From an optimization exercise on the open Yosys and OpenROAD flow, aimed at small area, a short achievable clock period and few clock cycles per item; shortcuts taken in it are not production practice. The RTL was checked by simulation tests, not by an equivalence proof against the original design.

[design.v]
module sin_coeff_lut (
    input  logic [14:0] x,
    output logic [15:0] m3
);
assign m3 = 16'(x >= 15'h657c) + 16'(x >= 15'h6df4) + 16'(x >= 15'h745c)
          + 16'(x >= 15'h799a) + 16'(x >= 15'h7e1c);
endmodule
module sin_datapath (
    input  logic [14:0] ma,
    input  logic [7:0]  b_one,
    input  logic [7:0]  b_two,
    input  logic [6:0]  b_neg,
    input  logic [15:0] acc,
    output logic [15:0] p,
    input  logic [14:0] a,
    output logic [12:0] t1
);
wire pp1 = ((b_one[0] & ma[0])) ^ b_neg[0];
wire pp2 = ((b_one[0] & ma[1]) | (b_two[0] & ma[0])) ^ b_neg[0];
wire pp3 = ((b_one[0] & ma[2]) | (b_two[0] & ma[1])) ^ b_neg[0];
wire pp4 = ((b_one[0] & ma[3]) | (b_two[0] & ma[2])) ^ b_neg[0];
wire pp5 = ((b_one[0] & ma[4]) | (b_two[0] & ma[3])) ^ b_neg[0];
wire pp6 = ((b_one[0] & ma[5]) | (b_two[0] & ma[4])) ^ b_neg[0];
wire pp7 = ((b_one[0] & ma[6]) | (b_two[0] & ma[5])) ^ b_neg[0];
wire pp8 = ((b_one[0] & ma[7]) | (b_two[0] & ma[6])) ^ b_neg[0];
wire pp9 = ((b_one[0] & ma[8]) | (b_two[0] & ma[7])) ^ b_neg[0];
wire pp10 = ((b_one[0] & ma[9]) | (b_two[0] & ma[8])) ^ b_neg[0];
wire pp11 = ((b_one[0] & ma[10]) | (b_two[0] & ma[9])) ^ b_neg[0];
wire pp12 = ((b_one[0] & ma[11]) | (b_two[0] & ma[10])) ^ b_neg[0];
wire pp13 = ((b_one[0] & ma[12]) | (b_two[0] & ma[11])) ^ b_neg[0];
wire pp14 = ((b_one[0] & ma[13]) | (b_two[0] & ma[12])) ^ b_neg[0];
wire pp15 = ((b_one[0] & ma[14]) | (b_two[0] & ma[13])) ^ b_neg[0];
wire pp16 = ((b_two[0] & ma[14])) ^ b_neg[0];
wire pp17 = ((b_one[1] & ma[0])) ^ b_neg[1];
wire pp18 = ((b_one[1] & ma[1]) | (b_two[1] & ma[0])) ^ b_neg[1];
wire pp19 = ((b_one[1] & ma[2]) | (b_two[1] & ma[1])) ^ b_neg[1];
wire pp20 = ((b_one[1] & ma[3]) | (b_two[1] & ma[2])) ^ b_neg[1];
wire pp21 = ((b_one[1] & ma[4]) | (b_two[1] & ma[3])) ^ b_neg[1];
wire pp22 = ((b_one[1] & ma[5]) | (b_two[1] & ma[4])) ^ b_neg[1];
wire pp23 = ((b_one[1] & ma[6]) | (b_two[1] & ma[5])) ^ b_neg[1];
wire pp24 = ((b_one[1] & ma[7]) | (b_two[1] & ma[6])) ^ b_neg[1];
wire pp25 = ((b_one[1] & ma[8]) | (b_two[1] & ma[7])) ^ b_neg[1];
wire pp26 = ((b_one[1] & ma[9]) | (b_two[1] & ma[8])) ^ b_neg[1];
wire pp27 = ((b_one[1] & ma[10]) | (b_two[1] & ma[9])) ^ b_neg[1];
wire pp28 = ((b_one[1] & ma[11]) | (b_two[1] & ma[10])) ^ b_neg[1];
wire pp29 = ((b_one[1] & ma[12]) | (b_two[1] & ma[11])) ^ b_neg[1];
wire pp30 = ((b_one[1] & ma[13]) | (b_two[1] & ma[12])) ^ b_neg[1];
wire pp31 = ((b_one[1] & ma[14]) | (b_two[1] & ma[13])) ^ b_neg[1];
wire pp32 = ((b_two[1] & ma[14])) ^ b_neg[1];
wire pp33 = ((b_one[2] & ma[0])) ^ b_neg[2];
wire pp34 = ((b_one[2] & ma[1]) | (b_two[2] & ma[0])) ^ b_neg[2];
wire pp35 = ((b_one[2] & ma[2]) | (b_two[2] & ma[1])) ^ b_neg[2];
wire pp36 = ((b_one[2] & ma[3]) | (b_two[2] & ma[2])) ^ b_neg[2];
wire pp37 = ((b_one[2] & ma[4]) | (b_two[2] & ma[3])) ^ b_neg[2];
wire pp38 = ((b_one[2] & ma[5]) | (b_two[2] & ma[4])) ^ b_neg[2];
wire pp39 = ((b_one[2] & ma[6]) | (b_two[2] & ma[5])) ^ b_neg[2];
wire pp40 = ((b_one[2] & ma[7]) | (b_two[2] & ma[6])) ^ b_neg[2];
wire pp41 = ((b_one[2] & ma[8]) | (b_two[2] & ma[7])) ^ b_neg[2];
wire pp42 = ((b_one[2] & ma[9]) | (b_two[2] & ma[8])) ^ b_neg[2];
wire pp43 = ((b_one[2] & ma[10]) | (b_two[2] & ma[9])) ^ b_neg[2];
wire pp44 = ((b_one[2] & ma[11]) | (b_two[2] & ma[10])) ^ b_neg[2];
wire pp45 = ((b_one[2] & ma[12]) | (b_two[2] & ma[11])) ^ b_neg[2];
wire pp46 = ((b_one[2] & ma[13]) | (b_two[2] & ma[12])) ^ b_neg[2];
wire pp47 = ((b_one[2] & ma[14]) | (b_two[2] & ma[13])) ^ b_neg[2];
wire pp48 = ((b_two[2] & ma[14])) ^ b_neg[2];
wire pp49 = ((b_one[3] & ma[0])) ^ b_neg[3];
wire pp50 = ((b_one[3] & ma[1]) | (b_two[3] & ma[0])) ^ b_neg[3];
wire pp51 = ((b_one[3] & ma[2]) | (b_two[3] & ma[1])) ^ b_neg[3];
wire pp52 = ((b_one[3] & ma[3]) | (b_two[3] & ma[2])) ^ b_neg[3];
wire pp53 = ((b_one[3] & ma[4]) | (b_two[3] & ma[3])) ^ b_neg[3];
wire pp54 = ((b_one[3] & ma[5]) | (b_two[3] & ma[4])) ^ b_neg[3];
wire pp55 = ((b_one[3] & ma[6]) | (b_two[3] & ma[5])) ^ b_neg[3];
wire pp56 = ((b_one[3] & ma[7]) | (b_two[3] & ma[6])) ^ b_neg[3];
wire pp57 = ((b_one[3] & ma[8]) | (b_two[3] & ma[7])) ^ b_neg[3];
wire pp58 = ((b_one[3] & ma[9]) | (b_two[3] & ma[8])) ^ b_neg[3];
wire pp59 = ((b_one[3] & ma[10]) | (b_two[3] & ma[9])) ^ b_neg[3];
wire pp60 = ((b_one[3] & ma[11]) | (b_two[3] & ma[10])) ^ b_neg[3];
wire pp61 = ((b_one[3] & ma[12]) | (b_two[3] & ma[11])) ^ b_neg[3];
wire pp62 = ((b_one[3] & ma[13]) | (b_two[3] & ma[12])) ^ b_neg[3];
wire pp63 = ((b_one[3] & ma[14]) | (b_two[3] & ma[13])) ^ b_neg[3];
wire pp64 = ((b_two[3] & ma[14])) ^ b_neg[3];
wire pp65 = ((b_one[4] & ma[0])) ^ b_neg[4];
wire pp66 = ((b_one[4] & ma[1]) | (b_two[4] & ma[0])) ^ b_neg[4];
wire pp67 = ((b_one[4] & ma[2]) | (b_two[4] & ma[1])) ^ b_neg[4];
wire pp68 = ((b_one[4] & ma[3]) | (b_two[4] & ma[2])) ^ b_neg[4];
wire pp69 = ((b_one[4] & ma[4]) | (b_two[4] & ma[3])) ^ b_neg[4];
wire pp70 = ((b_one[4] & ma[5]) | (b_two[4] & ma[4])) ^ b_neg[4];
wire pp71 = ((b_one[4] & ma[6]) | (b_two[4] & ma[5])) ^ b_neg[4];
wire pp72 = ((b_one[4] & ma[7]) | (b_two[4] & ma[6])) ^ b_neg[4];
wire pp73 = ((b_one[4] & ma[8]) | (b_two[4] & ma[7])) ^ b_neg[4];
wire pp74 = ((b_one[4] & ma[9]) | (b_two[4] & ma[8])) ^ b_neg[4];
wire pp75 = ((b_one[4] & ma[10]) | (b_two[4] & ma[9])) ^ b_neg[4];
wire pp76 = ((b_one[4] & ma[11]) | (b_two[4] & ma[10])) ^ b_neg[4];
wire pp77 = ((b_one[4] & ma[12]) | (b_two[4] & ma[11])) ^ b_neg[4];
wire pp78 = ((b_one[4] & ma[13]) | (b_two[4] & ma[12])) ^ b_neg[4];
wire pp79 = ((b_one[4] & ma[14]) | (b_two[4] & ma[13])) ^ b_neg[4];
wire pp80 = ((b_two[4] & ma[14])) ^ b_neg[4];
wire pp81 = ((b_one[5] & ma[0])) ^ b_neg[5];
wire pp82 = ((b_one[5] & ma[1]) | (b_two[5] & ma[0])) ^ b_neg[5];
wire pp83 = ((b_one[5] & ma[2]) | (b_two[5] & ma[1])) ^ b_neg[5];
wire pp84 = ((b_one[5] & ma[3]) | (b_two[5] & ma[2])) ^ b_neg[5];
wire pp85 = ((b_one[5] & ma[4]) | (b_two[5] & ma[3])) ^ b_neg[5];
wire pp86 = ((b_one[5] & ma[5]) | (b_two[5] & ma[4])) ^ b_neg[5];
wire pp87 = ((b_one[5] & ma[6]) | (b_two[5] & ma[5])) ^ b_neg[5];
wire pp88 = ((b_one[5] & ma[7]) | (b_two[5] & ma[6])) ^ b_neg[5];
wire pp89 = ((b_one[5] & ma[8]) | (b_two[5] & ma[7])) ^ b_neg[5];
wire pp90 = ((b_one[5] & ma[9]) | (b_two[5] & ma[8])) ^ b_neg[5];
wire pp91 = ((b_one[5] & ma[10]) | (b_two[5] & ma[9])) ^ b_neg[5];
wire pp92 = ((b_one[5] & ma[11]) | (b_two[5] & ma[10])) ^ b_neg[5];
wire pp93 = ((b_one[5] & ma[12]) | (b_two[5] & ma[11])) ^ b_neg[5];
wire pp94 = ((b_one[5] & ma[13]) | (b_two[5] & ma[12])) ^ b_neg[5];
wire pp95 = ((b_one[5] & ma[14]) | (b_two[5] & ma[13])) ^ b_neg[5];
wire pp96 = ((b_two[5] & ma[14])) ^ b_neg[5];
wire pp97 = ((b_one[6] & ma[0])) ^ b_neg[6];
wire pp98 = ((b_one[6] & ma[1]) | (b_two[6] & ma[0])) ^ b_neg[6];
wire pp99 = ((b_one[6] & ma[2]) | (b_two[6] & ma[1])) ^ b_neg[6];
wire pp100 = ((b_one[6] & ma[3]) | (b_two[6] & ma[2])) ^ b_neg[6];
wire pp101 = ((b_one[6] & ma[4]) | (b_two[6] & ma[3])) ^ b_neg[6];
wire pp102 = ((b_one[6] & ma[5]) | (b_two[6] & ma[4])) ^ b_neg[6];
wire pp103 = ((b_one[6] & ma[6]) | (b_two[6] & ma[5])) ^ b_neg[6];
wire pp104 = ((b_one[6] & ma[7]) | (b_two[6] & ma[6])) ^ b_neg[6];
wire pp105 = ((b_one[6] & ma[8]) | (b_two[6] & ma[7])) ^ b_neg[6];
wire pp106 = ((b_one[6] & ma[9]) | (b_two[6] & ma[8])) ^ b_neg[6];
wire pp107 = ((b_one[6] & ma[10]) | (b_two[6] & ma[9])) ^ b_neg[6];
wire pp108 = ((b_one[6] & ma[11]) | (b_two[6] & ma[10])) ^ b_neg[6];
wire pp109 = ((b_one[6] & ma[12]) | (b_two[6] & ma[11])) ^ b_neg[6];
wire pp110 = ((b_one[6] & ma[13]) | (b_two[6] & ma[12])) ^ b_neg[6];
wire pp111 = ((b_one[6] & ma[14]) | (b_two[6] & ma[13])) ^ b_neg[6];
wire pp112 = ((b_two[6] & ma[14])) ^ b_neg[6];
wire pp113 = (b_one[7] & ma[0]);
wire pp114 = (b_one[7] & ma[1]) | (b_two[7] & ma[0]);
wire pp115 = (b_one[7] & ma[2]) | (b_two[7] & ma[1]);
wire pp116 = (b_one[7] & ma[3]) | (b_two[7] & ma[2]);
wire pp117 = (b_one[7] & ma[4]) | (b_two[7] & ma[3]);
wire pp118 = (b_one[7] & ma[5]) | (b_two[7] & ma[4]);
wire pp119 = (b_one[7] & ma[6]) | (b_two[7] & ma[5]);
wire pp120 = (b_one[7] & ma[7]) | (b_two[7] & ma[6]);
wire pp121 = (b_one[7] & ma[8]) | (b_two[7] & ma[7]);
wire pp122 = (b_one[7] & ma[9]) | (b_two[7] & ma[8]);
wire pp123 = (b_one[7] & ma[10]) | (b_two[7] & ma[9]);
wire pp124 = (b_one[7] & ma[11]) | (b_two[7] & ma[10]);
wire pp125 = (b_one[7] & ma[12]) | (b_two[7] & ma[11]);
wire pp126 = (b_one[7] & ma[13]) | (b_two[7] & ma[12]);
wire pp127 = (b_one[7] & ma[14]) | (b_two[7] & ma[13]);
wire pp128 = (b_two[7] & ma[14]);
wire s129, c129;
sin_ha u129 (.a(pp11), .b(pp25), .s(s129), .co(c129));
wire s130, c130;
sin_ha u130 (.a(pp12), .b(pp26), .s(s130), .co(c130));
wire s131, c131;
sin_fa u131 (.a(pp13), .b(pp27), .c(pp41), .s(s131), .co(c131));
wire s132, c132;
sin_ha u132 (.a(pp55), .b(pp69), .s(s132), .co(c132));
wire s133, c133;
sin_fa u133 (.a(pp14), .b(pp28), .c(pp42), .s(s133), .co(c133));
wire s134, c134;
sin_ha u134 (.a(pp56), .b(pp70), .s(s134), .co(c134));
wire s135, c135;
sin_fa u135 (.a(pp15), .b(pp29), .c(pp43), .s(s135), .co(c135));
wire s136, c136;
sin_fa u136 (.a(pp57), .b(pp71), .c(pp85), .s(s136), .co(c136));
wire s137, c137;
sin_fa u137 (.a(pp16), .b(pp30), .c(pp44), .s(s137), .co(c137));
wire s138, c138;
sin_fa u138 (.a(pp58), .b(pp72), .c(pp86), .s(s138), .co(c138));
wire s139, c139;
sin_ha u139 (.a(pp100), .b(pp114), .s(s139), .co(c139));
wire s140, c140;
sin_fa u140 (.a(b_neg[0]), .b(pp31), .c(pp45), .s(s140), .co(c140));
wire s141, c141;
sin_fa u141 (.a(pp59), .b(pp73), .c(pp87), .s(s141), .co(c141));
wire s142, c142;
sin_fa u142 (.a(pp101), .b(pp115), .c(acc[1]), .s(s142), .co(c142));
wire s143, c143;
sin_fa u143 (.a(b_neg[0]), .b(pp32), .c(pp46), .s(s143), .co(c143));
wire s144, c144;
sin_fa u144 (.a(pp60), .b(pp74), .c(pp88), .s(s144), .co(c144));
wire s145, c145;
sin_fa u145 (.a(pp102), .b(pp116), .c(acc[2]), .s(s145), .co(c145));
wire s146, c146;
sin_fa u146 (.a(~b_neg[0]), .b(~b_neg[1]), .c(pp47), .s(s146), .co(c146));
wire s147, c147;
sin_fa u147 (.a(pp61), .b(pp75), .c(pp89), .s(s147), .co(c147));
wire s148, c148;
sin_fa u148 (.a(pp103), .b(pp117), .c(acc[3]), .s(s148), .co(c148));
wire s149, c149;
sin_fa u149 (.a(pp48), .b(pp62), .c(pp76), .s(s149), .co(c149));
wire s150, c150;
sin_fa u150 (.a(pp90), .b(pp104), .c(pp118), .s(s150), .co(c150));
wire s151 = ~acc[4];
wire s152, c152;
sin_fa u152 (.a(~b_neg[2]), .b(pp63), .c(pp77), .s(s152), .co(c152));
wire s153, c153;
sin_fa u153 (.a(pp91), .b(pp105), .c(pp119), .s(s153), .co(c153));
wire s154, c154;
sin_fa u154 (.a(pp64), .b(pp78), .c(pp92), .s(s154), .co(c154));
wire s155, c155;
sin_ha u155 (.a(pp106), .b(pp120), .s(s155), .co(c155));
wire s156, c156;
sin_fa u156 (.a(~b_neg[3]), .b(pp79), .c(pp93), .s(s156), .co(c156));
wire s157, c157;
sin_ha u157 (.a(pp80), .b(pp94), .s(s157), .co(c157));
wire s158, c158;
sin_ha u158 (.a(pp7), .b(pp21), .s(s158), .co(c158));
wire s159, c159;
sin_ha u159 (.a(pp8), .b(pp22), .s(s159), .co(c159));
wire s160, c160;
sin_fa u160 (.a(pp9), .b(pp23), .c(pp37), .s(s160), .co(c160));
wire s161, c161;
sin_ha u161 (.a(pp51), .b(pp65), .s(s161), .co(c161));
wire s162, c162;
sin_fa u162 (.a(pp10), .b(pp24), .c(pp38), .s(s162), .co(c162));
wire s163, c163;
sin_ha u163 (.a(pp52), .b(pp66), .s(s163), .co(c163));
wire s164, c164;
sin_fa u164 (.a(s129), .b(pp39), .c(pp53), .s(s164), .co(c164));
wire s165, c165;
sin_fa u165 (.a(pp67), .b(pp81), .c(b_neg[5]), .s(s165), .co(c165));
wire s166, c166;
sin_fa u166 (.a(s130), .b(pp40), .c(pp54), .s(s166), .co(c166));
wire s167, c167;
sin_fa u167 (.a(pp68), .b(pp82), .c(c129), .s(s167), .co(c167));
wire s168, c168;
sin_fa u168 (.a(s131), .b(s132), .c(pp83), .s(s168), .co(c168));
wire s169, c169;
sin_fa u169 (.a(pp97), .b(b_neg[6]), .c(c130), .s(s169), .co(c169));
wire s170, c170;
sin_fa u170 (.a(s133), .b(s134), .c(pp84), .s(s170), .co(c170));
wire s171, c171;
sin_fa u171 (.a(pp98), .b(c131), .c(c132), .s(s171), .co(c171));
wire s172, c172;
sin_fa u172 (.a(s135), .b(s136), .c(pp99), .s(s172), .co(c172));
wire s173, c173;
sin_fa u173 (.a(pp113), .b(c133), .c(c134), .s(s173), .co(c173));
wire s174, c174;
sin_fa u174 (.a(s137), .b(s138), .c(s139), .s(s174), .co(c174));
wire s175, c175;
sin_fa u175 (.a(acc[0]), .b(c135), .c(c136), .s(s175), .co(c175));
wire s176, c176;
sin_fa u176 (.a(s140), .b(s141), .c(s142), .s(s176), .co(c176));
wire s177, c177;
sin_fa u177 (.a(c137), .b(c138), .c(c139), .s(s177), .co(c177));
wire s178, c178;
sin_fa u178 (.a(s143), .b(s144), .c(s145), .s(s178), .co(c178));
wire s179, c179;
sin_fa u179 (.a(c140), .b(c141), .c(c142), .s(s179), .co(c179));
wire s180, c180;
sin_fa u180 (.a(s146), .b(s147), .c(s148), .s(s180), .co(c180));
wire s181, c181;
sin_fa u181 (.a(c143), .b(c144), .c(c145), .s(s181), .co(c181));
wire s182, c182;
sin_fa u182 (.a(s149), .b(s150), .c(s151), .s(s182), .co(c182));
wire s183, c183;
sin_fa u183 (.a(c146), .b(c147), .c(c148), .s(s183), .co(c183));
wire s184, c184;
sin_fa u184 (.a(s152), .b(s153), .c(acc[5]), .s(s184), .co(c184));
wire s185, c185;
sin_fa u185 (.a(c149), .b(c150), .c(acc[4]), .s(s185), .co(c185));
wire s186, c186;
sin_fa u186 (.a(s154), .b(s155), .c(acc[6]), .s(s186), .co(c186));
wire s187 = ~(c152 ^ c153);
wire c188 = c152 | c153;
wire s189, c189;
sin_fa u189 (.a(s156), .b(pp107), .c(pp121), .s(s189), .co(c189));
wire s190, c190;
sin_fa u190 (.a(acc[7]), .b(c154), .c(c155), .s(s190), .co(c190));
wire s191, c191;
sin_fa u191 (.a(s157), .b(pp108), .c(pp122), .s(s191), .co(c191));
wire s192 = ~(acc[8] ^ c156);
wire c193 = acc[8] | c156;
wire s194, c194;
sin_fa u194 (.a(~b_neg[4]), .b(pp95), .c(pp109), .s(s194), .co(c194));
wire s195, c195;
sin_fa u195 (.a(pp123), .b(acc[9]), .c(c157), .s(s195), .co(c195));
wire s196, c196;
sin_fa u196 (.a(pp96), .b(pp110), .c(pp124), .s(s196), .co(c196));
wire s197 = ~acc[10];
wire s198, c198;
sin_fa u198 (.a(~b_neg[5]), .b(pp111), .c(pp125), .s(s198), .co(c198));
wire s199, c199;
sin_ha u199 (.a(pp112), .b(pp126), .s(s199), .co(c199));
wire s200, c200;
sin_ha u200 (.a(pp5), .b(pp19), .s(s200), .co(c200));
wire s201, c201;
sin_ha u201 (.a(pp6), .b(pp20), .s(s201), .co(c201));
wire s202, c202;
sin_fa u202 (.a(s158), .b(pp35), .c(pp49), .s(s202), .co(c202));
wire s203, c203;
sin_fa u203 (.a(s159), .b(pp36), .c(pp50), .s(s203), .co(c203));
wire s204, c204;
sin_fa u204 (.a(s160), .b(s161), .c(b_neg[4]), .s(s204), .co(c204));
wire s205, c205;
sin_fa u205 (.a(s162), .b(s163), .c(c160), .s(s205), .co(c205));
wire s206, c206;
sin_fa u206 (.a(s164), .b(s165), .c(c162), .s(s206), .co(c206));
wire s207, c207;
sin_fa u207 (.a(s166), .b(s167), .c(c164), .s(s207), .co(c207));
wire s208, c208;
sin_fa u208 (.a(s168), .b(s169), .c(c166), .s(s208), .co(c208));
wire s209, c209;
sin_fa u209 (.a(s170), .b(s171), .c(c168), .s(s209), .co(c209));
wire s210, c210;
sin_fa u210 (.a(s172), .b(s173), .c(c170), .s(s210), .co(c210));
wire s211, c211;
sin_fa u211 (.a(s174), .b(s175), .c(c172), .s(s211), .co(c211));
wire s212, c212;
sin_fa u212 (.a(s176), .b(s177), .c(c174), .s(s212), .co(c212));
wire s213, c213;
sin_fa u213 (.a(s178), .b(s179), .c(c176), .s(s213), .co(c213));
wire s214, c214;
sin_fa u214 (.a(s180), .b(s181), .c(c178), .s(s214), .co(c214));
wire s215, c215;
sin_fa u215 (.a(s182), .b(s183), .c(c180), .s(s215), .co(c215));
wire s216, c216;
sin_fa u216 (.a(s184), .b(s185), .c(c182), .s(s216), .co(c216));
wire s217, c217;
sin_fa u217 (.a(s186), .b(s187), .c(c184), .s(s217), .co(c217));
wire s218, c218;
sin_fa u218 (.a(s189), .b(s190), .c(c186), .s(s218), .co(c218));
wire s219, c219;
sin_fa u219 (.a(s191), .b(s192), .c(c189), .s(s219), .co(c219));
wire s220, c220;
sin_fa u220 (.a(s194), .b(s195), .c(c191), .s(s220), .co(c220));
wire s221, c221;
sin_fa u221 (.a(s196), .b(s197), .c(c194), .s(s221), .co(c221));
wire s222, c222;
sin_fa u222 (.a(s198), .b(acc[11]), .c(c196), .s(s222), .co(c222));
wire s223 = ~(s199 ^ acc[12]);
wire c224 = s199 | acc[12];
wire s225, c225;
sin_fa u225 (.a(~b_neg[6]), .b(pp127), .c(acc[13]), .s(s225), .co(c225));
wire s226, c226;
sin_ha u226 (.a(pp128), .b(acc[14]), .s(s226), .co(c226));
wire s227, c227;
sin_ha u227 (.a(pp3), .b(pp17), .s(s227), .co(c227));
wire s228, c228;
sin_ha u228 (.a(pp4), .b(pp18), .s(s228), .co(c228));
wire s229, c229;
sin_fa u229 (.a(s200), .b(pp33), .c(b_neg[2]), .s(s229), .co(c229));
wire s230, c230;
sin_fa u230 (.a(s201), .b(pp34), .c(c200), .s(s230), .co(c230));
wire s231, c231;
sin_fa u231 (.a(s202), .b(b_neg[3]), .c(c201), .s(s231), .co(c231));
wire s232, c232;
sin_fa u232 (.a(s203), .b(c158), .c(c202), .s(s232), .co(c232));
wire s233, c233;
sin_fa u233 (.a(s204), .b(c159), .c(c203), .s(s233), .co(c233));
wire s234, c234;
sin_fa u234 (.a(s205), .b(c161), .c(c204), .s(s234), .co(c234));
wire s235, c235;
sin_fa u235 (.a(s206), .b(c163), .c(c205), .s(s235), .co(c235));
wire s236, c236;
sin_fa u236 (.a(s207), .b(c165), .c(c206), .s(s236), .co(c236));
wire s237, c237;
sin_fa u237 (.a(s208), .b(c167), .c(c207), .s(s237), .co(c237));
wire s238, c238;
sin_fa u238 (.a(s209), .b(c169), .c(c208), .s(s238), .co(c238));
wire s239, c239;
sin_fa u239 (.a(s210), .b(c171), .c(c209), .s(s239), .co(c239));
wire s240, c240;
sin_fa u240 (.a(s211), .b(c173), .c(c210), .s(s240), .co(c240));
wire s241, c241;
sin_fa u241 (.a(s212), .b(c175), .c(c211), .s(s241), .co(c241));
wire s242, c242;
sin_fa u242 (.a(s213), .b(c177), .c(c212), .s(s242), .co(c242));
wire s243, c243;
sin_fa u243 (.a(s214), .b(c179), .c(c213), .s(s243), .co(c243));
wire s244, c244;
sin_fa u244 (.a(s215), .b(c181), .c(c214), .s(s244), .co(c244));
wire s245, c245;
sin_fa u245 (.a(s216), .b(c183), .c(c215), .s(s245), .co(c245));
wire s246, c246;
sin_fa u246 (.a(s217), .b(c185), .c(c216), .s(s246), .co(c246));
wire s247, c247;
sin_fa u247 (.a(s218), .b(c188), .c(c217), .s(s247), .co(c247));
wire s248, c248;
sin_fa u248 (.a(s219), .b(c190), .c(c218), .s(s248), .co(c248));
wire s249, c249;
sin_fa u249 (.a(s220), .b(c193), .c(c219), .s(s249), .co(c249));
wire s250, c250;
sin_fa u250 (.a(s221), .b(c195), .c(c220), .s(s250), .co(c250));
wire s251, c251;
sin_fa u251 (.a(s222), .b(acc[10]), .c(c221), .s(s251), .co(c251));
wire s252, c252;
sin_fa u252 (.a(s223), .b(c198), .c(c222), .s(s252), .co(c252));
wire s253, c253;
sin_fa u253 (.a(s225), .b(c199), .c(c224), .s(s253), .co(c253));
wire s254 = ~(s226 ^ c225);
wire c255 = s226 | c225;
wire s256 = ~(acc[15] ^ c226);
wire c257 = acc[15] | c226;
wire [30:0] pa = {s256, s254, s253, s252, s251, s250, s249, s248, s247, s246, s245, s244, s243, s242, s241, s240, s239, s238, s237, s236, s235, s234, s233, s232, s231, s230, s229, s228, s227, pp2, pp1};
wire [30:0] pb = {c255, c253, c252, c251, c250, c249, c248, c247, c246, c245, c244, c243, c242, c241, c240, c239, c238, c237, c236, c235, c234, c233, c232, c231, c230, c229, c228, c227, b_neg[1], 1'b0, b_neg[0]};
wire [30:0] ps = pa + pb;
assign p = ps[30:15];
wire s100001, c100001;
sin_ha u100001 (.a(a[12]), .b(a[10]), .s(s100001), .co(c100001));
wire s100002, c100002;
sin_fa u100002 (.a(a[13]), .b(a[11]), .c(a[9]), .s(s100002), .co(c100002));
wire s100003, c100003;
sin_fa u100003 (.a(a[14]), .b(a[12]), .c(a[10]), .s(s100003), .co(c100003));
wire s100004, c100004;
sin_ha u100004 (.a(a[13]), .b(a[11]), .s(s100004), .co(c100004));
wire s100005, c100005;
sin_ha u100005 (.a(a[14]), .b(a[12]), .s(s100005), .co(c100005));
wire s100006, c100006;
sin_ha u100006 (.a(a[8]), .b(a[6]), .s(s100006), .co(c100006));
wire s100007, c100007;
sin_fa u100007 (.a(a[9]), .b(a[7]), .c(a[5]), .s(s100007), .co(c100007));
wire s100008, c100008;
sin_fa u100008 (.a(a[10]), .b(a[8]), .c(a[6]), .s(s100008), .co(c100008));
wire s100009, c100009;
sin_ha u100009 (.a(a[4]), .b(a[2]), .s(s100009), .co(c100009));
wire s100010, c100010;
sin_fa u100010 (.a(a[11]), .b(a[9]), .c(a[7]), .s(s100010), .co(c100010));
wire s100011, c100011;
sin_fa u100011 (.a(a[5]), .b(a[3]), .c(a[1]), .s(s100011), .co(c100011));
wire s100012, c100012;
sin_fa u100012 (.a(s100001), .b(a[8]), .c(a[6]), .s(s100012), .co(c100012));
wire s100013, c100013;
sin_fa u100013 (.a(a[4]), .b(a[2]), .c(a[0]), .s(s100013), .co(c100013));
wire s100014, c100014;
sin_fa u100014 (.a(s100002), .b(a[7]), .c(a[5]), .s(s100014), .co(c100014));
wire s100015, c100015;
sin_fa u100015 (.a(a[3]), .b(a[1]), .c(c100001), .s(s100015), .co(c100015));
wire s100016, c100016;
sin_fa u100016 (.a(s100003), .b(a[8]), .c(a[6]), .s(s100016), .co(c100016));
wire s100017, c100017;
sin_fa u100017 (.a(a[4]), .b(a[2]), .c(c100002), .s(s100017), .co(c100017));
wire s100018, c100018;
sin_fa u100018 (.a(s100004), .b(a[9]), .c(a[7]), .s(s100018), .co(c100018));
wire s100019, c100019;
sin_fa u100019 (.a(a[5]), .b(a[3]), .c(c100003), .s(s100019), .co(c100019));
wire s100020, c100020;
sin_fa u100020 (.a(s100005), .b(a[10]), .c(a[8]), .s(s100020), .co(c100020));
wire s100021, c100021;
sin_fa u100021 (.a(a[6]), .b(a[4]), .c(c100004), .s(s100021), .co(c100021));
wire s100022, c100022;
sin_fa u100022 (.a(a[13]), .b(a[11]), .c(a[9]), .s(s100022), .co(c100022));
wire s100023, c100023;
sin_fa u100023 (.a(a[7]), .b(a[5]), .c(c100005), .s(s100023), .co(c100023));
wire s100024, c100024;
sin_fa u100024 (.a(a[14]), .b(a[12]), .c(a[10]), .s(s100024), .co(c100024));
wire s100025, c100025;
sin_ha u100025 (.a(a[8]), .b(a[6]), .s(s100025), .co(c100025));
wire s100026, c100026;
sin_fa u100026 (.a(a[13]), .b(a[11]), .c(a[9]), .s(s100026), .co(c100026));
wire s100027, c100027;
sin_ha u100027 (.a(a[14]), .b(a[12]), .s(s100027), .co(c100027));
wire s100028, c100028;
sin_ha u100028 (.a(a[6]), .b(a[4]), .s(s100028), .co(c100028));
wire s100029, c100029;
sin_fa u100029 (.a(a[7]), .b(a[5]), .c(a[3]), .s(s100029), .co(c100029));
wire s100030, c100030;
sin_fa u100030 (.a(s100006), .b(a[4]), .c(a[2]), .s(s100030), .co(c100030));
wire s100031, c100031;
sin_fa u100031 (.a(s100007), .b(a[3]), .c(a[1]), .s(s100031), .co(c100031));
wire s100032, c100032;
sin_fa u100032 (.a(s100008), .b(s100009), .c(a[0]), .s(s100032), .co(c100032));
wire s100033, c100033;
sin_fa u100033 (.a(s100010), .b(s100011), .c(c100008), .s(s100033), .co(c100033));
wire s100034, c100034;
sin_fa u100034 (.a(s100012), .b(s100013), .c(c100010), .s(s100034), .co(c100034));
wire s100035, c100035;
sin_fa u100035 (.a(s100014), .b(s100015), .c(c100012), .s(s100035), .co(c100035));
wire s100036, c100036;
sin_fa u100036 (.a(s100016), .b(s100017), .c(c100014), .s(s100036), .co(c100036));
wire s100037, c100037;
sin_fa u100037 (.a(s100018), .b(s100019), .c(c100016), .s(s100037), .co(c100037));
wire s100038, c100038;
sin_fa u100038 (.a(s100020), .b(s100021), .c(c100018), .s(s100038), .co(c100038));
wire s100039, c100039;
sin_fa u100039 (.a(s100022), .b(s100023), .c(c100020), .s(s100039), .co(c100039));
wire s100040, c100040;
sin_fa u100040 (.a(s100024), .b(s100025), .c(c100022), .s(s100040), .co(c100040));
wire s100041, c100041;
sin_fa u100041 (.a(s100026), .b(a[7]), .c(c100024), .s(s100041), .co(c100041));
wire s100042, c100042;
sin_fa u100042 (.a(s100027), .b(a[10]), .c(a[8]), .s(s100042), .co(c100042));
wire s100043, c100043;
sin_fa u100043 (.a(a[13]), .b(a[11]), .c(a[9]), .s(s100043), .co(c100043));
wire s100044, c100044;
sin_ha u100044 (.a(a[14]), .b(a[12]), .s(s100044), .co(c100044));
wire s100045, c100045;
sin_ha u100045 (.a(a[4]), .b(a[2]), .s(s100045), .co(c100045));
wire s100046, c100046;
sin_fa u100046 (.a(a[5]), .b(a[3]), .c(a[1]), .s(s100046), .co(c100046));
wire s100047, c100047;
sin_fa u100047 (.a(s100028), .b(a[2]), .c(a[0]), .s(s100047), .co(c100047));
wire s100048, c100048;
sin_fa u100048 (.a(s100029), .b(a[1]), .c(c100028), .s(s100048), .co(c100048));
wire s100049, c100049;
sin_fa u100049 (.a(s100030), .b(a[0]), .c(c100029), .s(s100049), .co(c100049));
wire s100050, c100050;
sin_fa u100050 (.a(s100031), .b(c100006), .c(c100030), .s(s100050), .co(c100050));
wire s100051, c100051;
sin_fa u100051 (.a(s100032), .b(c100007), .c(c100031), .s(s100051), .co(c100051));
wire s100052, c100052;
sin_fa u100052 (.a(s100033), .b(c100009), .c(c100032), .s(s100052), .co(c100052));
wire s100053, c100053;
sin_fa u100053 (.a(s100034), .b(c100011), .c(c100033), .s(s100053), .co(c100053));
wire s100054, c100054;
sin_fa u100054 (.a(s100035), .b(c100013), .c(c100034), .s(s100054), .co(c100054));
wire s100055, c100055;
sin_fa u100055 (.a(s100036), .b(c100015), .c(c100035), .s(s100055), .co(c100055));
wire s100056, c100056;
sin_fa u100056 (.a(s100037), .b(c100017), .c(c100036), .s(s100056), .co(c100056));
wire s100057, c100057;
sin_fa u100057 (.a(s100038), .b(c100019), .c(c100037), .s(s100057), .co(c100057));
wire s100058, c100058;
sin_fa u100058 (.a(s100039), .b(c100021), .c(c100038), .s(s100058), .co(c100058));
wire s100059, c100059;
sin_fa u100059 (.a(s100040), .b(c100023), .c(c100039), .s(s100059), .co(c100059));
wire s100060, c100060;
sin_fa u100060 (.a(s100041), .b(c100025), .c(c100040), .s(s100060), .co(c100060));
wire s100061, c100061;
sin_fa u100061 (.a(s100042), .b(c100026), .c(c100041), .s(s100061), .co(c100061));
wire s100062, c100062;
sin_fa u100062 (.a(s100043), .b(c100027), .c(c100042), .s(s100062), .co(c100062));
wire s100063, c100063;
sin_fa u100063 (.a(s100044), .b(a[10]), .c(c100043), .s(s100063), .co(c100063));
wire s100064, c100064;
sin_fa u100064 (.a(a[13]), .b(a[11]), .c(c100044), .s(s100064), .co(c100064));
wire s100065, c100065;
sin_ha u100065 (.a(a[14]), .b(a[12]), .s(s100065), .co(c100065));
wire [27:0] t1w_a = {1'b0, a[14], a[13], s100065, s100064, s100063, s100062, s100061, s100060, s100059, s100058, s100057, s100056, s100055, s100054, s100053, s100052, s100051, s100050, s100049, s100048, s100047, s100046, s100045, a[3], a[2], a[1], a[0]};
wire [27:0] t1w_b = {1'b0, 1'b0, c100065, c100064, c100063, c100062, c100061, c100060, c100059, c100058, c100057, c100056, c100055, c100054, c100053, c100052, c100051, c100050, c100049, c100048, c100047, c100046, c100045, a[0], a[1], a[0], 1'b0, 1'b0};
wire [27:0] t1w_s = t1w_a + t1w_b;
wire [12:0] t1w = t1w_s[27:15];
assign t1 = t1w;
endmodule
module sin_fa (
    input  logic a,
    input  logic b,
    input  logic c,
    output logic s,
    output logic co
);
assign s  = a ^ b ^ c;
assign co = (a & b) | (a & c) | (b & c);
endmodule
module sin_ha (
    input  logic a,
    input  logic b,
    output logic s,
    output logic co
);
assign s  = a ^ b;
assign co = a & b;
endmodule
module sin (
    input  logic        clk,
    input  logic        rst_n,
    input  logic [15:0] x,
    input  logic        start,
    output logic [15:0] result,
    output logic        done
);
logic [4:1]  st;
logic [14:0] ra, rx, bnext;
logic [7:0]  b_one, b_two, n_one, n_two;
logic [6:0]  b_neg, n_neg;
logic [12:0] t1;
logic [15:0] acc, p, m3;
logic [2:0]  m3r;
always_ff @(posedge clk or negedge rst_n) begin
    if (!rst_n) begin
        st <= 4'b0000;
    end else begin
        st <= {st[3:1], done & start};
    end
end
assign done = ~|st;
sin_coeff_lut lut (.x(x[14:0]), .m3(m3));
assign acc = st[4] ? result : 16'h0000;
sin_datapath datapath (.ma(ra), .b_one(b_one), .b_two(b_two), .b_neg(b_neg), .acc(acc), .p(p),
                       .a(ra), .t1(t1));
always_comb begin
    if (st[1])      bnext = {2'b00, t1};
    else if (st[2]) bnext = 15'h0666;
    else if (done)  bnext = x[14:0];
    else            bnext = rx;
end
sin_booth_enc enc (.b(bnext), .one(n_one), .two(n_two), .neg(n_neg));
always_ff @(posedge clk) begin
    if (done) begin
        if (start) begin
            ra     <= x[14:0];
            result <= {1'b0, x[14:0]};
            m3r    <= m3[2:0];
        end
    end
    if ((done & start) | st[1] | st[2] | st[3]) begin
        b_one <= n_one;
        b_two <= n_two;
        b_neg <= n_neg;
    end
    if (st[1]) begin
        ra <= p[14:0];
        rx <= p[14:0];
    end
    if (st[2]) ra <= p[14:0];
    if (st[3]) begin
        ra     <= p[14:0];
        result <= result - {1'b0, ra} - {13'b0, m3r};
    end
    if (st[4]) result <= p;
end
endmodule
module sin_booth_enc (
    input  logic [14:0] b,
    output logic [7:0]  one,
    output logic [7:0]  two,
    output logic [6:0]  neg
);
logic [16:0] e;
assign e = {1'b0, b, 1'b0};
always_comb begin
    for (int i = 0; i < 8; i++) begin
        one[i] = e[2*i+1] ^ e[2*i];
        two[i] = (e[2*i+2] & ~e[2*i+1] & ~e[2*i]) | (~e[2*i+2] & e[2*i+1] & e[2*i]);
    end
    for (int i = 0; i < 7; i++) neg[i] = e[2*i+2];
end
endmodule
[run.sh]
#!/bin/bash
# synth_recipe.tcl (not shown) runs the flow's synth.tcl, then flattens the netlist and writes it again
# the make line also repeats each setting of config.mk as NAME=value (left out here)
make -C /OpenROAD-flow-scripts/flow DESIGN_CONFIG=/design/flow/config.mk WORK_HOME=/design/flow/orfs CLKGATE_MAP_FILE= SYNTH_SCRIPT=/design/flow/synth_recipe.tcl finish
[config.mk]
export PLATFORM = sky130hd
export DESIGN_NAME = sin
export DESIGN_NICKNAME = sin
export VERILOG_FILES = /design/flow/design.v
export SDC_FILE = /design/flow/constraint.sdc
export NUM_CORES = 4
export LEC_CHECK = 0
export CAP_MARGIN = 20
export CORE_MARGIN = 2
export CORE_UTILIZATION = 40
export SETUP_SLACK_MARGIN = 3.5
export SLEW_MARGIN = 20
export SYNTH_HIERARCHICAL = 1
export SYNTH_MINIMUM_KEEP_SIZE = 0
[constraint.sdc]
create_clock -name core_clock -period 9.5 [get_ports {clk}]
set_input_delay 1.9000 -clock core_clock [delete_from_list [all_inputs] [get_ports {clk}]]
set_output_delay 1.9000 -clock core_clock [all_outputs]
set_load 0.01 [all_outputs]
==> flow_summary_export.csv, run 1 <==
group,metric,value,unit
sta,fin_tns_setup,0,ns
logic_synthesis,mappedNetlistNets,1538,
critical_path,cp_data_arrival_time,5.89,ns
detailed_routing,finalWirelength,36.7,mm
floorplanning,chipHeight,181,µm
floorplanning,fp-row-count,64,
global_routing,grt_pass1_vias,10300,
layout,diodes,0,
placed_design,globalplace.congestion,0.854,
cts,ctsRootBufferMaster,"clkbuf_16",
cts,clockBufferDepth,2,
global_routing,grt_overflow,0,
floorplanning,dieArea,0.0329,mm²
global_routing,grt_antenna_before_repair,0,
critical_path,reg2regPathDepth,17,
cts,numCtsBuffers,9,
critical_path,worstSetupStartpointType,"flop",
critical_path,critical_path_class,"flop to flop",
cts,clock_latency_at_the_later_pin_of_the_worst_skew_pair,0.35,ns
critical_path,critical_path.endpoint_type,"flop",
detailed_routing,drt_via_density,5.91,
sta,fmaxAchievable,0.173,GHz
sta,report.final.slew_viol_count,0,
hold_path,capture_endpoint_of_the_worst_hold_path,"st[3]",
layout,num-nets-final,1583,
hold_path,worst_hold_startpoint,"st[2]",
hold_path,hp-class,"flop to flop",
critical_path,r2r_setup_slack,3.71,ns
detailed_routing,drt.antenna.violating_nets,0,
logic_synthesis,synth_area,0.0126,mm²
sta,final_hold_viol_count,0,
cts,clk_pin_slew,0.06,ns
job,maxCapViolations,0,
detailed_routing,routed_length_per_placed_instance,21.7,µm
hold_path,worstHoldPathCells,0,
sta,setup_viol_count_final,0,
placed_design,detailedPlacementHpwl,26.8,mm
logic_synthesis,post_synthesis_cells,1246,
floorplanning,die_w,181,µm
critical_path,cp_common_cell,"fa_1",
critical_path,timing.critical_path.fanout_max,16,
floorplanning,start_util,40.9,%
sta,rsz0062_at_grt,"true",
layout,areaGrowthSynthToFinish,13.0,%
placed_design,dpl-instance-area,0.0132,mm²
critical_path,r2r-end,"result[15]",
run_status,result_of_the_run,"timing/DRC/antenna clean",
cts,post_cts_hold_buffer_count,0,
detailed_routing,first_pass_iters,7,
detailed_routing,remaining_drc_errors,0,
detailed_routing,via_count,9995,
logic_synthesis,synth-warning-count,8,
global_routing,grt_first_pass_wirelength,58.0,mm
placed_design,port_buffers,34,
global_routing,grt_max_degree,32,
global_routing,groute.usage.overall,22.9,%
cts,cts_htree_levels,3,
sta,final.period_utilization,60.9,%
critical_path,crit_slowest_cell,"fa_1",
cts,cts_tree,"built",
critical_path,required,9.60,ns
sta,slew_headroom,26.9,%
floorplanning,core-area,0.0307,mm²
cts,clkSinkCount,76,
detailed_routing,drt_iter0_drc,1011,
critical_path,reg2reg_from,"ra[7]",
critical_path,slowest_delay,0.55,ns
sta,timing.final.crit_period,5.79,ns
logic_synthesis,synthesis.area_per_instance,10.1,µm²
critical_path,path_cells,"buf_4 > a22oi_1 > xnor2_1 > fa_1 > fa_1 > fa_1 > fa_1 > ha_2 > nand3_1 > or3_1 > nor3_1 > o21ai_0 > o21ai_2 > buf_4 > a31oi_1 > xnor2_1 > a221o_1",
sta,clock-skew-final,0.0107,ns
floorplanning,io_pins,36,
sta,max_slew.worst_pin.slew,1.10,ns
layout,design_area,0.0142,mm²
layout,post_route_cells_drive_above_1_share,10.4,%
[cell usage in the layout, fill, tap and decap left out, types with 34 or more instances in the layout]
| cell type | n |
|---|---|
| a22oi_1 | 100 |
| inv_1 | 87 |
| nand2_1 | 88 |
| buf_4 | 70 |
| clkdlybuf4s50_1 | 34 |
| o21ai_0 | 43 |
| ha_1 | 112 |
| xnor2_1 | 137 |
| fa_1 | 159 |
| a21oi_1 | 59 |
| edfxtp_1 | 72 |
[critical path: cells and delay by family, from the launching register on]
family	cells	cell delay [ns]
xor gates and xnor gates	2	0.32
buffers and inverters	2	0.43
AOI/OAI and AO/OA	5	1.01
and+or+nand+nor	3	0.81
DFF	1	0.48
adders and majority gates	5	2.49
[metrics by stage]
step / std cells / util [%] / hold slack (ns) / worst slack [ns]
final: 1692 / 46.2 / 0.392 / 3.71
after global routing: 1692 / 46.2 / 0.403 / 3.45
after CTS: 1664 / 45.2 / 0.392 / 3.53
after detailed placement: 1613 / 43.0 / 0.377 / 2.95
after global placement: 1613 / 43.0 / 0.372 / 3.06
after floorplan: 1246 / - / 0.367 / 3.81
[flip-flops by register name, indices dropped and copies added (netlist names)]
name and flops:
b_neg 7, b_one 8, b_two 8, m3r 3
ra 15, result 16, rx 15, st 4
[worst max path at each step]
stage,start,endpoint,slack (ns),cells past startpoint
5_1_grt,ra[13],result[15],3.45,17
6_report,ra[7],result[15],3.71,17
2_1_floorplan,ra[11],result[15],3.81,18
4_1_cts,b_two[3],ra[11],3.53,15
3_3_place_gp,ra[13],result[11],3.06,17
3_5_place_dp,ra[7],result[11],2.95,17
[timing repair]
action,in CTS,in global routing
endpoints found under the setup margin,23,19
pin swaps,0,1
gates resized for setup,3,11
buffers inserted,35,28
[layer usage]
layer,vias up,part of all wire [%],track usage [%]
met3,82,8.1,4.43
met5,-,0,0
met1,4951,40,29.5
li1,4525,-,-
met4,0,3.6,8.42
met2,437,48,38.2
[cell type report]
class / instances / area [µm²]
clock buffer: 9 / 225
inverter: 87 / 327
timing repair buffer: 116 / 1080
fill: 2930 / 16600
sequential: 76 / 2260
multi-input combinational: 1001 / 9700
clock inverter: 7 / 97.6
tap: 396 / 495
Testbench counts, summed over its fixed seeds: cycles 1,920, items 384.
==> run 2: changes to the inputs <==
--- a/design.v
+++ b/design.v
@@ -584,25 +584,16 @@
 sin_booth_enc enc (.b(bnext), .one(n_one), .two(n_two), .neg(n_neg));
 always_ff @(posedge clk) begin
+    ra    <= done ? x[14:0] : p[14:0];
+    b_one <= n_one;
+    b_two <= n_two;
+    b_neg <= n_neg;
+    m3r   <= m3[2:0];
+end
+always_ff @(posedge clk) begin
     if (done) begin
-        if (start) begin
-            ra     <= x[14:0];
-            result <= {1'b0, x[14:0]};
-            m3r    <= m3[2:0];
-        end
-    end
-    if ((done & start) | st[1] | st[2] | st[3]) begin
-        b_one <= n_one;
-        b_two <= n_two;
-        b_neg <= n_neg;
-    end
-    if (st[1]) begin
-        ra <= p[14:0];
-        rx <= p[14:0];
-    end
-    if (st[2]) ra <= p[14:0];
-    if (st[3]) begin
-        ra     <= p[14:0];
-        result <= result - {1'b0, ra} - {13'b0, m3r};
+        if (start) result <= {1'b0, x[14:0]};
     end
+    if (st[1]) rx <= p[14:0];
+    if (st[3]) result <= result - {1'b0, ra} - {13'b0, m3r};
     if (st[4]) result <= p;
 end
==> run 2 against run 1 <==
Routed wire length is 5.8% lower. Still clean. Highest routed layer unchanged.
==> flow_summary_export.csv, run 2 <==
group,metric,value,unit
layout,most_common_cell_after_layout_fill_and_taps_aside,"fa_1",
placed_design,place_ws,2.88,ns
layout,regMostFlops,"result",
cts,clockBufferDepth,2,
layout,final_core_utilization,43.9,%
critical_path,slowest_delay,0.54,ns
global_routing,grt_max_degree,44,
detailed_routing,drt.antenna.violating_nets,0,
layout,leading_cell_types_in_the_layout_fill_and_taps_excluded,"fa_1 (159), xnor2_1 (130), ha_1 (114), nand2_1 (100), a22oi_1 (100)",
cts,cts_htree_levels,3,
critical_path,critical_path_class,"flop to flop",
cts,numCtsBuffers,9,
floorplanning,dieArea,0.0320,mm²
cts,ctsRootBufferMaster,"clkbuf_16",
sta,setup_viol_count_final,0,
critical_path,cp_common_cell,"fa_1",
cts,clock_latency_at_the_later_pin_of_the_worst_skew_pair,0.34,ns
hold_path,hp-class,"flop to flop",
layout,ff_latch_area,0.00188,mm²
layout,post_route_cells_drive_above_1_share,8.13,%
layout,num-nets-final,1541,
detailed_routing,first_pass_iters,5,
floorplanning,io_pins,36,
cts,cts_setup_buffers,0,
floorplanning,chipHeight,179,µm
run_status,result_of_the_run,"timing/DRC/antenna clean",
critical_path,worstSetupStartpointType,"flop",
placed_design,globalplace.congestion,0.892,
logic_synthesis,synthesis.area_per_instance,9.68,µm²
critical_path,cp_data_arrival_time,6.00,ns
cts,clk_pin_slew,0.07,ns
floorplanning,core-area,0.0303,mm²
critical_path,cp_top_family,"adder cells",
detailed_routing,remaining_drc_errors,0,
detailed_routing,finalWirelength,34.5,mm
logic_synthesis,synth-warning-count,8,
global_routing,groute.usage.overall,22.9,%
logic_synthesis,post_synthesis_cells,1264,
detailed_routing,routed_length_per_placed_instance,20.9,µm
layout,diodes,0,
critical_path,required,9.68,ns
global_routing,grt_pass1_vias,9826,
sta,fmaxAchievable,0.172,GHz
sta,rsz0062_at_grt,"true",
layout,areaGrowthSynthToFinish,8.74,%
placed_design,port_buffers,34,
placed_design,dp.cells,1634,
global_routing,grt_antenna_before_repair,0,
cts,clkSinkCount,76,
sta,report.final.slew_viol_count,0,
sta,final.period_utilization,61.3,%
layout,multi_input_comb_area,0.00973,mm²
layout,n_fill_cell,2913,
layout,largest_register_ff_count,16,
logic_synthesis,synth_area,0.0122,mm²
sta,final_hold_viol_count,0,
sta,timing.final.crit_period,5.82,ns
layout,biggestRegsByFlops,"result: 16 flops, ra: 15 flops, rx: 15 flops",
sta,clock-skew-final,0.0136,ns
global_routing,grt_first_pass_wirelength,55.9,mm
floorplanning,start_util,40.3,%
critical_path,crit_slowest_cell,"fa_1",
floorplanning,fp-row-count,64,
detailed_routing,drt_via_density,5.85,
critical_path,number_of_buffers_and_inverters_on_the_critical_path,1,
sta,fin_tns_setup,0,ns
critical_path,path_cells,"buf_4 > a22oi_1 > xnor2_1 > fa_1 > fa_1 > fa_1 > fa_1 > ha_1 > nand2_1 > a21oi_1 > nand2_1 > o311a_1 > o311ai_2 > a41oi_1 > nor3_4 > a22oi_1 > o211ai_1",
logic_synthesis,mappedNetlistNets,1556,
sta,setup_ws,3.68,ns
floorplanning,die_w,179,µm
detailed_routing,drt_iter0_drc,783,
sta,max_slew.worst_pin.slew,0.991,ns
placed_design,detailedPlacementHpwl,25.3,mm
sta,slew_headroom,33.9,%
layout,stdcell_count,1650,
global_routing,grt_overflow,0,
job,maxCapViolations,0,
detailed_routing,via_count,9646,
cts,cts_tree,"built",
critical_path,critical_path.endpoint_type,"flop",
critical_path,timing.critical_path.fanout_max,19,
run 2: area by class of cell:
cell class,instances,area share [%]
clock buffers,13,2.20
clock inverters,3,0.179
inverters,89,2.51
multi-input cells,1015,73.1
flip-flops and latches,76,14.1
well taps,396,3.72
repair buffers,58,4.11
run 2: stage by stage:
stage | hold WS (ns) | instance area (µm²)
detailed placement | 0.381 | 12900
CTS | 0.395 | 13200
global placement | 0.382 | 12900
finish | 0.392 | 13300
floorplan | 0.368 | 12200
global route | 0.403 | 13300
run 2: worst paths after layout:
| kind | startpoint | end | slack (ns) | depth (start not counted) |
|---|---|---|---|---|
| worst max-delay path | ra[3] | result[13] | 3.68 | 17 |
| worst min-delay path | st[2] | st[3] | 0.39 | 0 |
| worst max register to register | ra[3] | result[13] | 3.68 | 17 |
| worst min register to register | st[2] | st[3] | 0.39 | 0 |
| max in group asynchronous | rst_n | st[4] | 7.59 | 1 |
| min in group asynchronous | rst_n | st[1] | 1.75 | 1 |
run 2: per-layer routing:
metal | GRT usage, % | wire length (µm)
met1 | 31.4 | 15000
met2 | 37.4 | 16200
met3 | 3.48 | 2210
met4 | 6.74 | 1020
met5 | 0 | 0
run 2: worst reg2reg max path, delay by kind of cell, from the launching register on:
| kind | cells | cell delay, ns |
|---|---|---|
| AO/OA/AOI/OAI | 7 | 1.73 |
| adder cells (fa/ha/maj) | 5 | 2.43 |
| AND/OR/NAND/NOR | 3 | 0.50 |
| flip-flops | 1 | 0.47 |
| buffers and inverters | 1 | 0.34 |
| XOR/XNOR | 1 | 0.20 |
run 2: timing repair:
| action | in CTS | in global routing |
|---|---|---|
| hold buffers | 0 | 0 |
| endpoints found under the setup margin | 12 | 13 |
| gates resized for setup | 7 | 30 |
| endpoints found under the hold margin | 0 | 0 |
Testbench counts of run 2, summed over its fixed seeds: cycles 1,920, items 384.
==> run 3: changes to the inputs <==
--- a/design.v
+++ b/design.v
@@ -392,5 +392,7 @@
 wire [30:0] pa = {s256, s254, s253, s252, s251, s250, s249, s248, s247, s246, s245, s244, s243, s242, s241, s240, s239, s238, s237, s236, s235, s234, s233, s232, s231, s230, s229, s228, s227, pp2, pp1};
 wire [30:0] pb = {c255, c253, c252, c251, c250, c249, c248, c247, c246, c245, c244, c243, c242, c241, c240, c239, c238, c237, c236, c235, c234, c233, c232, c231, c230, c229, c228, c227, b_neg[1], 1'b0, b_neg[0]};
-wire [30:0] ps = pa + pb;
+wire [30:0] ps;
+assign ps[14:0] = 15'd0;
+sin_add31 add (.a(pa), .b(pb), .s(ps[30:15]));
 assign p = ps[30:15];
 wire s100001, c100001;
@@ -549,4 +551,13 @@
 assign co = a & b;
 endmodule
+module sin_add31 (
+    input  logic [30:0] a,
+    input  logic [30:0] b,
+    output logic [15:0] s
+);
+logic [30:0] sum;
+assign sum = a + b;
+assign s = sum[30:15];
+endmodule
 module sin (
     input  logic        clk,
==> run 3 against run 2 <==
Clock skew decreased by 0.00070 ns. Clock-buffer cell count fell by 4. Flip-flop and latch count stayed put. Synthesized cell count is 1.0% higher. Die area grew 0.83%. Critical path depth fell by 1. Global-route usage is 0.84 points lower. Hold slack improved by 0.015 ns. Synthesized area increased by 0.85%. First-iteration DRC count up 13%. Critical path type unchanged. Critical endpoint is now result[11]. Highest routed layer unchanged.
==> flow_summary_export.csv, run 3 <==
group,metric,value,unit
layout,post_route_cells_drive_above_1_share,7.59,%
layout,most_common_cell_after_layout_fill_and_taps_aside,"fa_1",
sta,timing.final.crit_period,5.76,ns
critical_path,timing.critical_path.fanout_max,16,
placed_design,dpl-instance-area,0.0130,mm²
detailed_routing,routed_length_per_placed_instance,21.2,µm
sta,report.final.slew_viol_count,0,
floorplanning,io_pins,36,
critical_path,cp_data_arrival_time,5.86,ns
sta,final_hold_viol_count,0,
detailed_routing,remaining_drc_errors,0,
cts,cts_htree_levels,3,
critical_path,worstSetupStartpointType,"flop",
critical_path,slowest_delay,0.61,ns
sta,setup_viol_count_final,0,
cts,cts_tree,"built",
detailed_routing,via_count,9722,
logic_synthesis,synth-warning-count,8,
cts,post_cts_hold_buffer_count,0,
layout,largest_register_ff_count,16,
cts,clkSinkCount,76,
sta,slew_headroom,37.3,%
global_routing,use_met2,35.8,%
global_routing,groute.layer.met1.usage,30.6,%
hold_path,hp-class,"flop to flop",
sta,rsz0062_at_grt,"false",
cts,clockBufferDepth,2,
cts,numCtsBuffers,9,
layout,num-nets-final,1553,
sta,clock-skew-final,0.0129,ns
floorplanning,chipHeight,180,µm
critical_path,number_of_buffers_and_inverters_on_the_critical_path,1,
critical_path,critical_path.endpoint_type,"flop",
run_status,result_of_the_run,"timing/DRC/antenna clean",
critical_path,cp_top_family,"adder cells",
global_routing,grt_antenna_before_repair,0,
detailed_routing,drt_iter0_drc,888,
global_routing,grt_max_degree,32,
placed_design,detailedPlacementHpwl,26.1,mm
sta,fin_tns_setup,0,ns
placed_design,globalplace.congestion,0.870,
sta,final.period_utilization,60.6,%
global_routing,grt_overflow,0,
detailed_routing,drt_via_density,5.85,
layout,areaGrowthSynthToFinish,7.94,%
logic_synthesis,synthesis.area_per_instance,9.67,µm²
logic_synthesis,post_synthesis_cells,1277,
layout,leading_cell_types_in_the_layout_fill_and_taps_excluded,"fa_1 (159), xnor2_1 (135), ha_1 (115), a22oi_1 (102), nand2_1 (93)",
floorplanning,start_util,40.5,%
cts,clk_pin_slew,0.07,ns
global_routing,grt_first_pass_wirelength,56.1,mm
floorplanning,core-area,0.0305,mm²
layout,design_area,0.0133,mm²
global_routing,groute.usage.overall,22.1,%
floorplanning,dieArea,0.0323,mm²
logic_synthesis,mappedNetlistNets,1570,
detailed_routing,finalWirelength,35.2,mm
detailed_routing,first_pass_iters,6,
floorplanning,die_w,180,µm
global_routing,grt_pass1_vias,9909,
cts,cts_setup_buffers,0,
sta,fmaxAchievable,0.174,GHz
critical_path,cp_common_cell,"fa_1",
global_routing,top_usage_layer,"met2",
logic_synthesis,synth_area,0.0123,mm²
critical_path,required,9.60,ns
cts,clock_latency_at_the_later_pin_of_the_worst_skew_pair,0.35,ns
global_routing,met3_usage,3.10,%
critical_path,critical_path_class,"flop to flop",
sta,worst_hold_slack,0.407,ns
critical_path,crit_slowest_cell,"dfxtp_2",
critical_path,path_cells,"buf_4 > a22oi_1 > xnor2_1 > fa_1 > fa_1 > fa_1 > fa_1 > ha_1 > nand4_1 > nor2_1 > o311ai_1 > nand3_2 > a21oi_1 > nor2_1 > xor2_1 > a221o_1",
layout,regMostFlops,"result",
sta,max_slew.worst_pin.slew,0.938,ns
job,maxCapViolations,0,
cts,ctsRootBufferMaster,"clkbuf_16",
layout,n_fill_cell,2958,
layout,biggestRegsByFlops,"result: 16 flops, ra: 15 flops, rx: 15 flops",
floorplanning,fp-row-count,64,
placed_design,port_buffers,34,
detailed_routing,drt.antenna.violating_nets,0,
run 3: cell count changes in the layout (fill, tap and decap cells not counted), sizes merged, moves of 3 or more:
cell / previous run / this run
xnor2: 132 / 136
nand3: 14 / 18
a31oi: 11 / 3
xor2: 15 / 19
o31ai: 4 / 8
nand4: 7 / 20
and3: 10 / 4
nand2: 100 / 93
a21oi: 54 / 67
and4: 3 / 0
nor2: 40 / 46
clkbuf: 13 / 9
run 3: layout make-up:
cell class / instances / area [µm²] / area share [%]
Antenna cell: 1 / 2.50 / 0.0188
Clock buffer: 9 / 225 / 1.69
Clock inverter: 7 / 73.8 / 0.554
Inverter: 87 / 327 / 2.45
Multi-Input combinational cell: 1027 / 9800 / 73.6
Sequential cell: 76 / 1860 / 14.0
Tap cell: 396 / 495 / 3.72
Timing Repair Buffer: 59 / 532 / 3.99
run 3: path summary, 6_finish.rpt:
path | start | endpoint | slack (ns) | cells past startpoint
min in group asynchronous | rst_n | st[3] | 1.75 | 1
min | st[2] | st[3] | 0.41 | 0
min reg2reg | st[2] | st[3] | 0.41 | 0
max | ra[10] | result[11] | 3.74 | 16
max reg2reg | ra[10] | result[11] | 3.74 | 16
max in group asynchronous | rst_n | st[1] | 7.59 | 1
run 3: what timing repair did:
action,in CTS,in global routing
pin swaps,0,1
setup endpoints to repair,3,36
hold endpoints to repair,0,0
gates resized for setup,2,11
cloned,0,0
run 3: layer usage:
layer	part of all wire [%]	vias to the layer above	wire length [µm]
li1	-	4433	-
met1	44	4797	15400
met2	47	433	16400
met3	6.9	59	2430
met4	2.9	0	1020
met5	0	-	0
run 3: stage by stage:
stage / std cells / util (%) / setup WS (ns)
after floorplan: 1277 / - / 4.10
after global placement: 1645 / 42.6 / 3.48
after detailed placement: 1645 / 42.6 / 3.45
after CTS: 1661 / 43.6 / 3.51
after global routing: 1661 / 43.7 / 3.51
final: 1662 / 43.7 / 3.74
Testbench counts of run 3, summed over its fixed seeds: cycles 1,920, items 384.
==> run 4: changes to the inputs <==
--- a/config.mk
+++ b/config.mk
@@ -9,4 +9,5 @@
 export CORE_MARGIN = 2
 export CORE_UTILIZATION = 40
+export CTS_BUF_LIST = sky130_fd_sc_hd__clkbuf_4 sky130_fd_sc_hd__clkbuf_8
 export SETUP_SLACK_MARGIN = 3.5
 export SLEW_MARGIN = 20
==> run 4 against run 3 <==
Clock skew rose by 0.0047 ns. Global-route usage barely moved. Utilization fell by 0.32 points. Maximum frequency fell by 0.37%. Still clean. First-iteration DRC count fell by 7.8%.
==> flow_summary_export.csv, run 4 <==
group,metric,value,unit
floorplanning,chipHeight,180,µm
critical_path,path_cells,"a22oi_1 > xnor2_1 > fa_1 > fa_1 > fa_1 > fa_1 > ha_1 > nand4_1 > nor2_1 > o311ai_1 > nand3_1 > a21oi_1 > nor2_1 > xor2_1 > a221o_1",
cts,clk_pin_slew,0.10,ns
detailed_routing,via_count,9716,
global_routing,grt_first_pass_wirelength,56.0,mm
sta,timing.final.crit_period,5.78,ns
floorplanning,die_w,180,µm
cts,cts_htree_levels,3,
logic_synthesis,synth_area,0.0123,mm²
sta,worst_hold_slack,0.417,ns
sta,final_hold_viol_count,0,
layout,design_area,0.0132,mm²
sta,report.final.slew_viol_count,0,
job,maxCapViolations,0,
detailed_routing,drt_iter0_drc,819,
hold_path,hp-class,"flop to flop",
global_routing,grt_overflow,0,
detailed_routing,drt.antenna.violating_nets,0,
layout,diodes,0,
sta,final.period_utilization,60.8,%
placed_design,detailedPlacementHpwl,26.1,mm
critical_path,cp_top_family,"adder cells",
floorplanning,io_pins,36,
sta,slew_headroom,37.2,%
sta,setup_viol_count_final,0,
critical_path,number_of_buffers_and_inverters_on_the_critical_path,0,
cts,cts_tree,"built",
floorplanning,start_util,40.5,%
cts,post_cts_hold_buffer_count,0,
floorplanning,fp-row-count,64,
run_status,result_of_the_run,"timing/DRC/antenna clean",
layout,leading_cell_types_in_the_layout_fill_and_taps_excluded,"fa_1 (159), xnor2_1 (135), ha_1 (115), a22oi_1 (102), nand2_1 (93)",
sta,max_slew.worst_pin.slew,0.939,ns
layout,areaGrowthSynthToFinish,7.15,%
global_routing,groute.usage.overall,22.0,%
cts,numCtsBuffers,9,
placed_design,dpl-instance-area,0.0130,mm²
detailed_routing,dr_wl_met3,2.02,mm
layout,num-nets-final,1553,
layout,post_route_cells_drive_above_1_share,7.67,%
global_routing,grt_max_degree,32,
logic_synthesis,post_synthesis_cells,1277,
detailed_routing,wl_met1,15.7,mm
cts,ctsResizeCount,2,
cts,clockBufferDepth,2,
cts,clock_latency_at_the_later_pin_of_the_worst_skew_pair,0.38,ns
sta,fmaxAchievable,0.173,GHz
global_routing,grt_antenna_before_repair,0,
detailed_routing,remaining_drc_errors,0,
sta,rsz0062_at_grt,"false",
detailed_routing,drt_via_density,5.85,
layout,largest_register_ff_count,16,
placed_design,port_buffers,34,
cts,clkSinkCount,76,
layout,stdcell_count,1661,
floorplanning,core-area,0.0305,mm²
critical_path,worstSetupStartpointType,"flop",
detailed_routing,finalWirelength,35.2,mm
critical_path,critical_path.endpoint_type,"flop",
critical_path,critical_path_class,"flop to flop",
critical_path,timing.critical_path.fanout_max,15,
floorplanning,dieArea,0.0323,mm²
critical_path,slowest_delay,0.79,ns
global_routing,grt_pass1_vias,9895,
critical_path,cp_data_arrival_time,5.92,ns
logic_synthesis,mappedNetlistNets,1570,
detailed_routing,maxUsedRoutingLayer,"met4",
detailed_routing,routed_length_per_placed_instance,21.2,µm
critical_path,cp_common_cell,"fa_1",
sta,clock-skew-final,0.0176,ns
detailed_routing,wl_met2,16.5,mm
logic_synthesis,synthesis.area_per_instance,9.67,µm²
placed_design,place_ws,3.45,ns
sta,fin_tns_setup,0,ns
sta,setup_ws,3.72,ns
critical_path,required,9.64,ns
placed_design,dp.cells,1645,
cts,cts_setup_buffers,0,
detailed_routing,first_pass_iters,6,
critical_path,crit_slowest_cell,"dfxtp_1",
layout,biggestRegsByFlops,"result: 16 flops, ra: 15 flops, rx: 15 flops",
placed_design,globalplace.congestion,0.870,
layout,regMostFlops,"result",
logic_synthesis,synth-warning-count,8,
layout,most_common_cell_after_layout_fill_and_taps_aside,"fa_1",
cts,ctsRootBufferMaster,"clkbuf_8",
==> run 4: cell type report <==
class | count | area [µm²]
inverter | 87 | 327
clock inverter | 7 | 73.8
timing repair buffer | 59 | 536
fill | 2973 | 17300
sequential | 76 | 1870
clock buffer | 9 | 124
tap | 396 | 495
multi-input combinational | 1027 | 9800
==> run 4: per-layer routing <==
| metal | vias up | global-route usage [%] |
|---|---|---|
| met5 | - | 0 |
| met4 | 0 | 6.63 |
| met3 | 61 | 2.88 |
| met2 | 396 | 35.8 |
| met1 | 4825 | 30.7 |
| li1 | 4434 | - |
==> run 4: path summary, 6_finish.rpt <==
path | startpoint | to | slack [ns] | cells after the start
min in group asynchronous | rst_n | st[3] | 1.70 | 1
worst min-delay path | st[2] | st[3] | 0.42 | 0
worst max register to register | b_one[3] | result[11] | 3.72 | 15
max in group asynchronous | rst_n | st[1] | 7.63 | 1
worst max-delay path | b_one[3] | result[11] | 3.72 | 15
worst min register to register | st[2] | st[3] | 0.42 | 0
==> run 4: stage by stage <==
stage                     util (%)
after floorplan                  -
after global placement        42.6
after detailed placement      42.6
after CTS                     43.2
after global routing          43.3
final                         43.3
==> run 4: worst reg2reg max path, cell delays in order (launching register included) <==
cell	delay (ns)
dfxtp_1	0.79
a22oi_1	0.23
xnor2_1	0.20
fa_1	0.61
fa_1	0.51
fa_1	0.53
fa_1	0.49
ha_1	0.36
nand4_1	0.25
nor2_1	0.11
o311ai_1	0.14
nand3_1	0.30
a21oi_1	0.34
nor2_1	0.09
xor2_1	0.21
a221o_1	0.39

-- static timing again, ports no longer ideal --
The flow's constraints put no driver on any port. The routed layouts listed below were extracted and timed again, unchanged, in two steps. Step 1 assumes that a clkbuf_16 drives the clock port and a buf_2 every other input. Step 2, shift: input delay + t, output delay - t, t = (earliest + latest rising clock arrival at the registers) / 2. This alone moves slack from input paths to output paths. Slacks: ideal ports / drivers / drivers and shift; pairs: ideal ports / drivers.
run | t, ns | setup WS [ns] | worst setup path at the end | clock arrival spread, ns
run 1 | 0.387 | 3.713 / 3.713 / 3.713 | register to register | 0.011 / 0.011
run 2 | 0.377 | 3.680 / 3.680 / 3.680 | register to register | 0.013 / 0.014
run 3 | 0.390 | 3.741 / 3.741 / 3.741 | register to register | 0.013 / 0.013
run 4 | 0.413 | 3.720 / 3.720 / 3.720 | register to register | 0.017 / 0.017
After both steps every run listed still meets setup and hold.
